From an optimization exercise on the open Yosys and OpenROAD flow, aimed at small area; shortcuts taken in it are not production practice.
Where RTL was checked, it was by simulation tests only, not by an equivalence proof against the original.

==> run a <==
## IExecute
module IExecute #(
   parameter N_BITS = 32,
   parameter N_BITS_REG = 5,
   parameter N_OPCODE = 6
)
(  input i_clk, i_reset,
   input  i_exec_mode,
   input  i_step,
   input [1:0] i_aluOP,
   input i_aluSrc,
   input [N_BITS-1:0] i_datoLeido1,
   input [N_BITS-1:0] i_datoLeido2,
   input [N_BITS-1:0] i_datoExtSigno,
   input [N_BITS-1:0] i_instruccion,
   input [N_BITS_REG-1:0] i_rt_id,
   input [N_BITS_REG-1:0] i_rd_id,
   input [N_BITS_REG-1:0] i_rt_OR_rd,
   input [N_BITS_REG-1:0] i_rd_EX_MEM,
   input [N_BITS_REG-1:0] i_rd_MEM_WB,
   input [N_BITS_REG-1:0] i_rs_id,
   input [N_BITS-1:0] i_wbData,
   input [N_BITS-1:0] i_memData,
   input i_memToReg,
   input i_regWrite_EX_MEM,
   input i_regWrite_MEM_WB,
   input [1:0] i_branch,
   input i_memWrite,
   input [1:0]i_memRead,
   input i_regWrite,
   input i_halt,
   output reg [N_BITS-1:0] o_instruccion,
   output reg  o_ceroSignal,
   output reg  [N_BITS-1:0] o_aluResult,
   output reg [N_BITS-1:0] o_datoLeido2,
   output reg [N_BITS_REG-1:0] o_rd_data,
   output reg [N_BITS_REG-1:0] o_rt_OR_rd,
   output reg o_memToReg,
   output reg [1:0] o_branch,
   output reg o_memWrite,
   output reg o_memRead,
   output reg o_regWrite,
   output reg o_halt
);
Settings: LEC_CHECK=0, CAP_MARGIN=10, CORE_MARGIN=2, CORE_UTILIZATION=50, PLACE_DENSITY=0.7, SLEW_MARGIN=10, SYNTH_HIERARCHICAL=1, SYNTH_MINIMUM_KEEP_SIZE=0; clock period 12.0 ns.
standard.sh (not shown) runs the stock make flow with config.mk's settings and CLKGATE_MAP_FILE= SYNTH_SCRIPT=/design/flow/synth_recipe.tcl, a recipe that flattens the netlist after the stock synthesis.
==> flow/flow/run.sh <==
#!/bin/bash
# Layout flow: the standard flow (standard.sh) with two changes:
#  - synthesis is the standard flow's own script (synth_recipe.tcl), except that Yosys's
#    abc call uses an area-oriented mapping script (flow/abc_area.script);
#  - buffer_ports inserts buf_1 cells as the port buffers;
#  - clock tree synthesis uses small clock buffers and no dummy loads;
#  - timing-driven placement does not keep the buffers of its trial repairs.
# Each tool's output is in the ORFS logs; make's output is in standard.log.
set -euo pipefail
HERE=$(pwd)
cat > "$HERE/my_synth.tcl" <<EOF
proc abc {args} {
  set i [lsearch -exact \$args -script]
  if {\$i >= 0} { lset args [expr {\$i+1}] $HERE/flow/abc_area.script }
  puts "abc with area script: \$args"
  yosys abc {*}\$args
}
source $HERE/synth_recipe.tcl
EOF
export BUFFER_PORTS_ARGS="-buffer_cell sky130_fd_sc_hd__buf_1"
# timing-driven global placement, without keeping its resizer's buffers
export GPL_KEEP_OVERFLOW=0
# CTS as ORFS runs it, with small clock buffers and no dummy balancing loads
export CTS_ARGS="-sink_clustering_enable -repair_clock_nets -dont_use_dummy_load -buf_list {sky130_fd_sc_hd__clkbuf_4 sky130_fd_sc_hd__clkbuf_8}"
bash standard.sh SYNTH_SCRIPT="$HERE/my_synth.tcl" finish > standard.log 2>&1
==> flow/flow/abc_area.script <==
strash; &get -n; &st; &dch; &nf -a; &put
==> run b (differences from run a) <==
--- a/flow/design.v
+++ b/flow/design.v
@@ -30,23 +30,14 @@
    assign y = (d & ld) | (q & hold);
 endmodule
 module ex_aoi22 (input a1, a2, b1, b2, output y);
    assign y = ~((a1 & a2) | (b1 & b2));
 endmodule
 module ex_nor4 (input a, b, c, d, output y);
    assign y = ~(a | b | c | d);
-endmodule
-module ex_ao21 (input a1, a2, b1, output y);
-   assign y = (a1 & a2) | b1;
-endmodule
-module ex_oai21 (input a1, a2, b1, output y);
-   assign y = ~((a1 | a2) & b1);
-endmodule
-module ex_and2 (input a, b, output y);
-   assign y = a & b;
 endmodule
 module ex_nand4 (input a, b, c, d, output y);
    assign y = ~(a & b & c & d);
 endmodule
 module ex_shr (input [31:0] x, input [3:0] s, input [3:0] ns, output [31:0] z);
    wire [31:0] y0, y1, y2;
    genvar i;
@@ -155,80 +146,70 @@
       ex_aoi222 u_a (.a1(exA), .a2(i_memData[i]), .b1(wbA), .b2(i_wbData[i]),
                      .c1(rfA), .c2(i_datoLeido1[i]), .y(nA[i]));
       ex_aoi222 u_b (.a1(exBg), .a2(i_memData[i]), .b1(wbBg), .b2(i_wbData[i]),
                      .c1(rfBg), .c2(i_datoLeido2[i]), .y(nFB[i]));
       ex_bsel   u_s (.nfb(nFB[i]), .ext(i_datoExtSigno[i]), .src(i_aluSrc), .nb(nB[i]));
       ex_xor2   u_x (.a(nB[i]), .b(inv), .y(nBx[i]));
    end endgenerate
-   wire [16:0] C;
+   wire [32:0] cc;
    wire [31:0] s, p, g, nt;
-   assign C[0] = inv;
+   assign cc[0] = inv;
    generate for (i = 0; i < 32; i = i + 1) begin : g_add
       ex_xor2 u_p (.a(nA[i]), .b(nBx[i]), .y(p[i]));
       ex_nor2 u_g (.a(nA[i]), .b(nBx[i]), .y(g[i]));
       ex_nor2 u_t (.a(p[i]), .b(g[i]), .y(nt[i]));
-   end endgenerate
-   generate for (i = 0; i < 32; i = i + 2) begin : g_pair
-      if ((i / 2) % 2 == 0) begin : g_t
-         wire ncj, G, P;
-         ex_aoi21 u_cj (.a1(p[i]), .a2(C[i/2]), .b1(g[i]), .y(ncj));
-         ex_xor2  u_si (.a(p[i]), .b(C[i/2]), .y(s[i]));
-         ex_xnor2 u_sj (.a(p[i+1]), .b(ncj), .y(s[i+1]));
-         ex_ao21  u_G  (.a1(p[i+1]), .a2(g[i]), .b1(g[i+1]), .y(G));
-         ex_and2  u_P  (.a(p[i]), .b(p[i+1]), .y(P));
-         ex_aoi21 u_c  (.a1(P), .a2(C[i/2]), .b1(G), .y(C[i/2+1]));
-      end else begin : g_n
-         wire ng, cj, nG, nP;
-         ex_inv   u_ng (.a(g[i]), .y(ng));
-         ex_aoi21 u_cj (.a1(ng), .a2(C[i/2]), .b1(nt[i]), .y(cj));
-         ex_xnor2 u_si (.a(p[i]), .b(C[i/2]), .y(s[i]));
-         ex_xor2  u_sj (.a(p[i+1]), .b(cj), .y(s[i+1]));
-         ex_aoi21 u_G  (.a1(p[i+1]), .a2(g[i]), .b1(g[i+1]), .y(nG));
-         ex_nand2 u_P  (.a(p[i]), .b(p[i+1]), .y(nP));
-         ex_oai21 u_c  (.a1(nP), .a2(C[i/2]), .b1(nG), .y(C[i/2+1]));
-      end
-   end endgenerate
-   wire lt = ~C[16];    
+      if (i % 2 == 0) begin : g_e
+         ex_aoi21 u_c (.a1(p[i]), .a2(cc[i]), .b1(g[i]), .y(cc[i+1]));
+         ex_xor2  u_s (.a(p[i]), .b(cc[i]), .y(s[i]));
+      end else begin : g_o
+         wire ng;
+         ex_inv   u_n (.a(g[i]), .y(ng));
+         ex_aoi21 u_c (.a1(ng), .a2(cc[i]), .b1(nt[i]), .y(cc[i+1]));
+         ex_xnor2 u_s (.a(p[i]), .b(cc[i]), .y(s[i]));
+      end
+   end endgenerate
+   wire lt = ~cc[32];    
    wire [31:0] X, Z;    
-   wire d_log = d_and | d_or;
-   wire selA = d_srA | d_log;
-   wire selB = ~d_srA & (d_srB | d_log);
-   wire selR = ~d_srA & ~d_srB & ~d_log;
+   wire selA = d_srA;
+   wire selB = ~d_srA & d_srB;
+   wire selR = ~d_srA & ~d_srB;
    generate for (i = 0; i < 32; i = i + 1) begin : g_shin
       ex_aoi222 u_x (.a1(selA), .a2(nA[i]), .b1(selB), .b2(nB[i]),
                      .c1(selR), .c2(nB[31-i]), .y(X[i]));
    end endgenerate
    wire [31:0] Av = ~nA;
    wire [31:0] Bv = ~nB;
-   wire [4:0]  amt = d_srA ? Bv[4:0] : d_lui ? 5'd16 : d_log ? 5'd0 : Av[4:0];
-   wire        big = d_srA ? (|Bv[31:5]) : (~d_lui & ~d_log & (|Av[31:5]));
+   wire [4:0]  amt = d_srA ? Bv[4:0] : (d_lui ? 5'd16 : Av[4:0]);
+   wire        big = d_srA ? (|Bv[31:5]) : (~d_lui & (|Av[31:5]));
    ex_shr u_shr (.x(X), .s(amt[3:0]), .ns(~amt[3:0]), .z(Z));
    wire g_s8  = ld & (d_add8 | d_add16 | d_add | d_sub);
    wire g_s16 = ld & (d_add16 | d_add | d_sub);
    wire g_s32 = ld & (d_add | d_sub);
+   wire g_t11 = ld & (d_and | d_or);
    wire g_t01 = ld & (d_or | d_xor);
    wire g_t00 = ld & d_nor;
-   wire g_sr  = ld & (d_srA | d_srB | d_log) & ~big;
+   wire g_sr  = ld & (d_srA | d_srB) & ~big;
    wire g_sl  = ld & (d_sl & ~big | d_lui);
    wire g_srL = g_sr & ~amt[4];
    wire g_srH = g_sr & amt[4];
    wire g_slL = g_sl & ~amt[4];
    wire g_slH = g_sl & amt[4];
    wire nlt   = ~(ld & d_slt & lt);
    wire [31:0] rn;
    generate for (i = 0; i < 32; i = i + 1) begin : g_res
       wire ms = (i < 8) ? g_s8 : (i < 16) ? g_s16 : g_s32;
       wire m1, m2, m3;
-      ex_aoi222 u_m1 (.a1(s[i]), .a2(ms), .b1(p[i]), .b2(g_t01), .c1(nt[i]), .c2(g_t00), .y(m1));
+      ex_aoi222 u_m1 (.a1(s[i]), .a2(ms), .b1(g[i]), .b2(g_t11), .c1(p[i]), .c2(g_t01), .y(m1));
       if (i < 16) begin : g_lo
-         ex_aoi222 u_m2 (.a1(Z[i]), .a2(g_srL), .b1(Z[i+16]), .b2(g_srH), .c1(Z[31-i]), .c2(g_slL), .y(m2));
+         ex_aoi222 u_m2 (.a1(nt[i]), .a2(g_t00), .b1(Z[i]), .b2(g_srL), .c1(Z[i+16]), .c2(g_srH), .y(m2));
+         ex_aoi22  u_m3 (.a1(Z[31-i]), .a2(g_slL), .b1(o_aluResult[i]), .b2(hold), .y(m3));
       end else begin : g_hi
-         ex_aoi222 u_m2 (.a1(Z[i]), .a2(g_srL), .b1(Z[31-i]), .b2(g_slL), .c1(Z[47-i]), .c2(g_slH), .y(m2));
-      end
-      ex_nand2 u_h (.a(o_aluResult[i]), .b(hold), .y(m3));
+         ex_aoi222 u_m2 (.a1(nt[i]), .a2(g_t00), .b1(Z[i]), .b2(g_srL), .c1(Z[31-i]), .c2(g_slL), .y(m2));
+         ex_aoi22  u_m3 (.a1(Z[47-i]), .a2(g_slH), .b1(o_aluResult[i]), .b2(hold), .y(m3));
+      end
       if (i == 0) begin : g_b0
          ex_nand4 u_r (.a(m1), .b(m2), .c(m3), .d(nlt), .y(rn[i]));
       end else begin : g_bn
          ex_nand3 u_r (.a(m1), .b(m2), .c(m3), .y(rn[i]));
       end
    end endgenerate
    wire [31:0] d2n, insn;
--- a/flow/flow/run.sh
+++ b/flow/flow/run.sh
@@ -17,9 +17,9 @@
 }
 source $HERE/synth_recipe.tcl
 EOF
 export BUFFER_PORTS_ARGS="-buffer_cell sky130_fd_sc_hd__buf_1"
 # timing-driven global placement, without keeping its resizer's buffers
 export GPL_KEEP_OVERFLOW=0
 # CTS as ORFS runs it, with small clock buffers and no dummy balancing loads
-export CTS_ARGS="-sink_clustering_enable -repair_clock_nets -dont_use_dummy_load -buf_list {sky130_fd_sc_hd__clkbuf_4 sky130_fd_sc_hd__clkbuf_8}"
+export CTS_ARGS="-repair_clock_nets -dont_use_dummy_load -buf_list {sky130_fd_sc_hd__clkbuf_4 sky130_fd_sc_hd__clkbuf_8}"
 bash standard.sh SYNTH_SCRIPT="$HERE/my_synth.tcl" finish > standard.log 2>&1
- CAP_MARGIN: 10 -> 20
- CORE_UTILIZATION: 50 -> 45
- PLACE_DENSITY: 0.7 -> not set
- SLEW_MARGIN: 10 -> 20
==> run c (differences from run a) <==
--- a/flow/design.v
+++ b/flow/design.v
@@ -27,26 +27,14 @@
    assign nb = ~(src ? ext : ~nfb);
 endmodule
 module ex_ldh (input d, ld, q, hold, output y);
    assign y = (d & ld) | (q & hold);
 endmodule
 module ex_aoi22 (input a1, a2, b1, b2, output y);
    assign y = ~((a1 & a2) | (b1 & b2));
-endmodule
-module ex_nor4 (input a, b, c, d, output y);
-   assign y = ~(a | b | c | d);
-endmodule
-module ex_ao21 (input a1, a2, b1, output y);
-   assign y = (a1 & a2) | b1;
-endmodule
-module ex_oai21 (input a1, a2, b1, output y);
-   assign y = ~((a1 | a2) & b1);
-endmodule
-module ex_and2 (input a, b, output y);
-   assign y = a & b;
 endmodule
 module ex_nand4 (input a, b, c, d, output y);
    assign y = ~(a & b & c & d);
 endmodule
 module ex_shr (input [31:0] x, input [3:0] s, input [3:0] ns, output [31:0] z);
    wire [31:0] y0, y1, y2;
    genvar i;
@@ -155,80 +143,70 @@
       ex_aoi222 u_a (.a1(exA), .a2(i_memData[i]), .b1(wbA), .b2(i_wbData[i]),
                      .c1(rfA), .c2(i_datoLeido1[i]), .y(nA[i]));
       ex_aoi222 u_b (.a1(exBg), .a2(i_memData[i]), .b1(wbBg), .b2(i_wbData[i]),
                      .c1(rfBg), .c2(i_datoLeido2[i]), .y(nFB[i]));
       ex_bsel   u_s (.nfb(nFB[i]), .ext(i_datoExtSigno[i]), .src(i_aluSrc), .nb(nB[i]));
       ex_xor2   u_x (.a(nB[i]), .b(inv), .y(nBx[i]));
    end endgenerate
-   wire [16:0] C;
+   wire [32:0] cc;
    wire [31:0] s, p, g, nt;
-   assign C[0] = inv;
+   assign cc[0] = inv;
    generate for (i = 0; i < 32; i = i + 1) begin : g_add
       ex_xor2 u_p (.a(nA[i]), .b(nBx[i]), .y(p[i]));
       ex_nor2 u_g (.a(nA[i]), .b(nBx[i]), .y(g[i]));
       ex_nor2 u_t (.a(p[i]), .b(g[i]), .y(nt[i]));
-   end endgenerate
-   generate for (i = 0; i < 32; i = i + 2) begin : g_pair
-      if ((i / 2) % 2 == 0) begin : g_t
-         wire ncj, G, P;
-         ex_aoi21 u_cj (.a1(p[i]), .a2(C[i/2]), .b1(g[i]), .y(ncj));
-         ex_xor2  u_si (.a(p[i]), .b(C[i/2]), .y(s[i]));
-         ex_xnor2 u_sj (.a(p[i+1]), .b(ncj), .y(s[i+1]));
-         ex_ao21  u_G  (.a1(p[i+1]), .a2(g[i]), .b1(g[i+1]), .y(G));
-         ex_and2  u_P  (.a(p[i]), .b(p[i+1]), .y(P));
-         ex_aoi21 u_c  (.a1(P), .a2(C[i/2]), .b1(G), .y(C[i/2+1]));
-      end else begin : g_n
-         wire ng, cj, nG, nP;
-         ex_inv   u_ng (.a(g[i]), .y(ng));
-         ex_aoi21 u_cj (.a1(ng), .a2(C[i/2]), .b1(nt[i]), .y(cj));
-         ex_xnor2 u_si (.a(p[i]), .b(C[i/2]), .y(s[i]));
-         ex_xor2  u_sj (.a(p[i+1]), .b(cj), .y(s[i+1]));
-         ex_aoi21 u_G  (.a1(p[i+1]), .a2(g[i]), .b1(g[i+1]), .y(nG));
-         ex_nand2 u_P  (.a(p[i]), .b(p[i+1]), .y(nP));
-         ex_oai21 u_c  (.a1(nP), .a2(C[i/2]), .b1(nG), .y(C[i/2+1]));
-      end
-   end endgenerate
-   wire lt = ~C[16];    
+      if (i % 2 == 0) begin : g_e
+         ex_aoi21 u_c (.a1(p[i]), .a2(cc[i]), .b1(g[i]), .y(cc[i+1]));
+         ex_xor2  u_s (.a(p[i]), .b(cc[i]), .y(s[i]));
+      end else begin : g_o
+         wire ng;
+         ex_inv   u_n (.a(g[i]), .y(ng));
+         ex_aoi21 u_c (.a1(ng), .a2(cc[i]), .b1(nt[i]), .y(cc[i+1]));
+         ex_xnor2 u_s (.a(p[i]), .b(cc[i]), .y(s[i]));
+      end
+   end endgenerate
+   wire lt = ~cc[32];    
    wire [31:0] X, Z;    
-   wire d_log = d_and | d_or;
-   wire selA = d_srA | d_log;
-   wire selB = ~d_srA & (d_srB | d_log);
-   wire selR = ~d_srA & ~d_srB & ~d_log;
+   wire selA = d_srA;
+   wire selB = ~d_srA & d_srB;
+   wire selR = ~d_srA & ~d_srB;
    generate for (i = 0; i < 32; i = i + 1) begin : g_shin
       ex_aoi222 u_x (.a1(selA), .a2(nA[i]), .b1(selB), .b2(nB[i]),
                      .c1(selR), .c2(nB[31-i]), .y(X[i]));
    end endgenerate
    wire [31:0] Av = ~nA;
    wire [31:0] Bv = ~nB;
-   wire [4:0]  amt = d_srA ? Bv[4:0] : d_lui ? 5'd16 : d_log ? 5'd0 : Av[4:0];
-   wire        big = d_srA ? (|Bv[31:5]) : (~d_lui & ~d_log & (|Av[31:5]));
+   wire [4:0]  amt = d_srA ? Bv[4:0] : (d_lui ? 5'd16 : Av[4:0]);
+   wire        big = d_srA ? (|Bv[31:5]) : (~d_lui & (|Av[31:5]));
    ex_shr u_shr (.x(X), .s(amt[3:0]), .ns(~amt[3:0]), .z(Z));
    wire g_s8  = ld & (d_add8 | d_add16 | d_add | d_sub);
    wire g_s16 = ld & (d_add16 | d_add | d_sub);
    wire g_s32 = ld & (d_add | d_sub);
+   wire g_t11 = ld & (d_and | d_or);
    wire g_t01 = ld & (d_or | d_xor);
    wire g_t00 = ld & d_nor;
-   wire g_sr  = ld & (d_srA | d_srB | d_log) & ~big;
+   wire g_sr  = ld & (d_srA | d_srB) & ~big;
    wire g_sl  = ld & (d_sl & ~big | d_lui);
    wire g_srL = g_sr & ~amt[4];
    wire g_srH = g_sr & amt[4];
    wire g_slL = g_sl & ~amt[4];
    wire g_slH = g_sl & amt[4];
    wire nlt   = ~(ld & d_slt & lt);
    wire [31:0] rn;
    generate for (i = 0; i < 32; i = i + 1) begin : g_res
       wire ms = (i < 8) ? g_s8 : (i < 16) ? g_s16 : g_s32;
       wire m1, m2, m3;
-      ex_aoi222 u_m1 (.a1(s[i]), .a2(ms), .b1(p[i]), .b2(g_t01), .c1(nt[i]), .c2(g_t00), .y(m1));
+      ex_aoi222 u_m1 (.a1(s[i]), .a2(ms), .b1(g[i]), .b2(g_t11), .c1(p[i]), .c2(g_t01), .y(m1));
       if (i < 16) begin : g_lo
-         ex_aoi222 u_m2 (.a1(Z[i]), .a2(g_srL), .b1(Z[i+16]), .b2(g_srH), .c1(Z[31-i]), .c2(g_slL), .y(m2));
+         ex_aoi222 u_m2 (.a1(nt[i]), .a2(g_t00), .b1(Z[i]), .b2(g_srL), .c1(Z[i+16]), .c2(g_srH), .y(m2));
+         ex_aoi22  u_m3 (.a1(Z[31-i]), .a2(g_slL), .b1(o_aluResult[i]), .b2(hold), .y(m3));
       end else begin : g_hi
-         ex_aoi222 u_m2 (.a1(Z[i]), .a2(g_srL), .b1(Z[31-i]), .b2(g_slL), .c1(Z[47-i]), .c2(g_slH), .y(m2));
-      end
-      ex_nand2 u_h (.a(o_aluResult[i]), .b(hold), .y(m3));
+         ex_aoi222 u_m2 (.a1(nt[i]), .a2(g_t00), .b1(Z[i]), .b2(g_srL), .c1(Z[31-i]), .c2(g_slL), .y(m2));
+         ex_aoi22  u_m3 (.a1(Z[47-i]), .a2(g_slH), .b1(o_aluResult[i]), .b2(hold), .y(m3));
+      end
       if (i == 0) begin : g_b0
          ex_nand4 u_r (.a(m1), .b(m2), .c(m3), .d(nlt), .y(rn[i]));
       end else begin : g_bn
          ex_nand3 u_r (.a(m1), .b(m2), .c(m3), .y(rn[i]));
       end
    end endgenerate
    wire [31:0] d2n, insn;
@@ -249,23 +227,15 @@
       ex_ldh u_br (.d(i_branch[i]), .ld(ld), .q(o_branch[i]), .hold(hold), .y(brn[i]));
    end endgenerate
    ex_ldh u_m2r (.d(i_memToReg),  .ld(ld), .q(o_memToReg), .hold(hold), .y(m2rn));
    ex_ldh u_mw  (.d(i_memWrite),  .ld(ld), .q(o_memWrite), .hold(hold), .y(mwn));
    ex_ldh u_mr  (.d(i_memRead[0]), .ld(ld), .q(o_memRead), .hold(hold), .y(mrn));
    ex_ldh u_rw  (.d(i_regWrite),  .ld(ld), .q(o_regWrite), .hold(hold), .y(rwn));
    ex_ldh u_hl  (.d(i_halt),      .ld(ld), .q(o_halt),     .hold(nld),  .y(hn));
-   wire z_lo = ld & ~(|rn[23:0]);
-   wire z_a, z_b, z_c, z_n, z_h;
-   ex_nor4  u_za (.a(rn[24]), .b(rn[25]), .c(rn[26]), .d(rn[27]), .y(z_a));
-   ex_nor2  u_zb (.a(rn[28]), .b(rn[29]), .y(z_b));
-   ex_nor2  u_zc (.a(rn[30]), .b(rn[31]), .y(z_c));
-   ex_nand4 u_zn (.a(z_lo), .b(z_a), .c(z_b), .d(z_c), .y(z_n));
-   ex_nand2 u_zh (.a(o_ceroSignal), .b(hold), .y(z_h));
-   wire zn;
-   ex_nand2 u_zo (.a(z_n), .b(z_h), .y(zn));
+   wire zn = (ld & ~(|rn)) | (hold & o_ceroSignal);
    always @(posedge i_clk) begin
       o_aluResult   <= rn;
       o_ceroSignal  <= zn;
       o_datoLeido2  <= d2n;
       o_rd_data     <= rdn;
       o_rt_OR_rd    <= rtrdn;
       o_branch      <= brn;
==> flow/flow/run.sh (replaced) <==
#!/bin/bash
# Layout flow: the standard flow (standard.sh) with two changes:
#  - synthesis is the standard flow's own script (synth_recipe.tcl), except that Yosys's
#    abc call uses an area-oriented mapping script (flow/abc_area.script);
#  - buffer_ports inserts buf_1 cells as the port buffers;
#  - clock tree synthesis uses small clock buffers and no dummy loads.
# Each tool's output is in the ORFS logs; make's output is in standard.log.
set -euo pipefail
HERE=$(pwd)
cat > "$HERE/my_synth.tcl" <<EOF
proc abc {args} {
  set i [lsearch -exact \$args -script]
  if {\$i >= 0} { lset args [expr {\$i+1}] $HERE/flow/abc_area.script }
  puts "abc with area script: \$args"
  yosys abc {*}\$args
}
source $HERE/synth_recipe.tcl
EOF
export BUFFER_PORTS_ARGS="-buffer_cell sky130_fd_sc_hd__buf_1"
# CTS as ORFS runs it, with small clock buffers and no dummy balancing loads
export CTS_ARGS="-sink_clustering_enable -repair_clock_nets -dont_use_dummy_load -buf_list {sky130_fd_sc_hd__clkbuf_4 sky130_fd_sc_hd__clkbuf_8}"
bash standard.sh SYNTH_SCRIPT="$HERE/my_synth.tcl" finish > standard.log 2>&1
- CAP_MARGIN: 10 -> 20
- CORE_UTILIZATION: 50 -> 60
- PLACE_DENSITY: 0.7 -> 0.75
- SLEW_MARGIN: 10 -> 20
==> run_results.csv <==
group,metric,value,unit
power_and_ir_drop,seq_power,0.422,mW
floorplan,taps,229,
yosys,netlist_area_before_placement,8384,um^2
worst_setup_path,worst-path-buf-inv,2,
yosys,yosys.area_share.xor_xnor,12.12,%
clocking,post_cts.resized_instances,8,
worst_setup_path,critPathMaxFanout,14,
outcome,outcome,"complete, no violations",
yosys,synth-simple-area-share,17.06,%
worst_setup_path,arrival,11.83,ns
That was run b.
==> run_results.csv <==
group,metric,value,unit
clocking,post_cts.resized_instances,0,
yosys,yosys.area_share.xor_xnor,12.09,%
worst_setup_path,critPathMaxFanout,32,
power_and_ir_drop,seq_power,0.422,mW
floorplan,taps,220,
floorplan,floorplan.die.height,133.7,um
sta,max_freq,89.61,MHz
worst_setup_path,worst-path-buf-inv,1,
outcome,outcome,"complete, no violations",
worst_setup_path,arrival,11.55,ns
yosys,netlist_area_before_placement,8407,um^2
That was run a.
==> run_results.csv <==
group,metric,value,unit
outcome,outcome,"complete, no violations",
yosys,netlist_area_before_placement,8359,um^2
worst_setup_path,arrival,11.64,ns
power_and_ir_drop,seq_power,0.423,mW
worst_setup_path,worst-path-buf-inv,2,
yosys,synth-simple-area-share,16.72,%
worst_setup_path,critPathMaxFanout,6,
worst_setup_path,endpoint_kind,"flip-flop",
clocking,post_cts.resized_instances,0,
yosys,yosys.area_share.xor_xnor,12.15,%
floorplan,taps,180,
That was run c.
No functional check of the RTL was part of run a and run c.

what the ideal ports hide:
The flow's constraints put no driver on any port. The routed layouts listed below were extracted and timed again, unchanged, in two steps. Step 1 sets driving cells, clkbuf_16 on the clock port and buf_2 on the other inputs (assumed; they add their load-dependent delay and slew). Step 2, shift: input delay + t, output delay - t, t = (earliest + latest rising clock arrival at the registers) / 2. This alone moves slack from input paths to output paths. a / b / c = no drivers / after step 1 / after step 2; a / b = the first two.
run | t, ns | setup slack, ns | worst setup path at the end | latest minus earliest clock arrival (ns) | worst register clock-pin slew, ns
run a | 0.479 | 0.840 / 0.826 / 0.347 | input to register | 0.037 / 0.036 | 0.09 / 0.09
run b | 0.470 | 0.548 / 0.566 / 0.096 | input to register | 0.036 / 0.036 | 0.08 / 0.08
run c | 0.477 | 0.732 / 0.747 / 0.270 | input to register | 0.025 / 0.025 | 0.07 / 0.07
After both steps every run listed still meets setup and hold. For run a, which loses most, drivers alone change the setup slack by -0.014 ns; drivers and shift together by -0.493 ns.
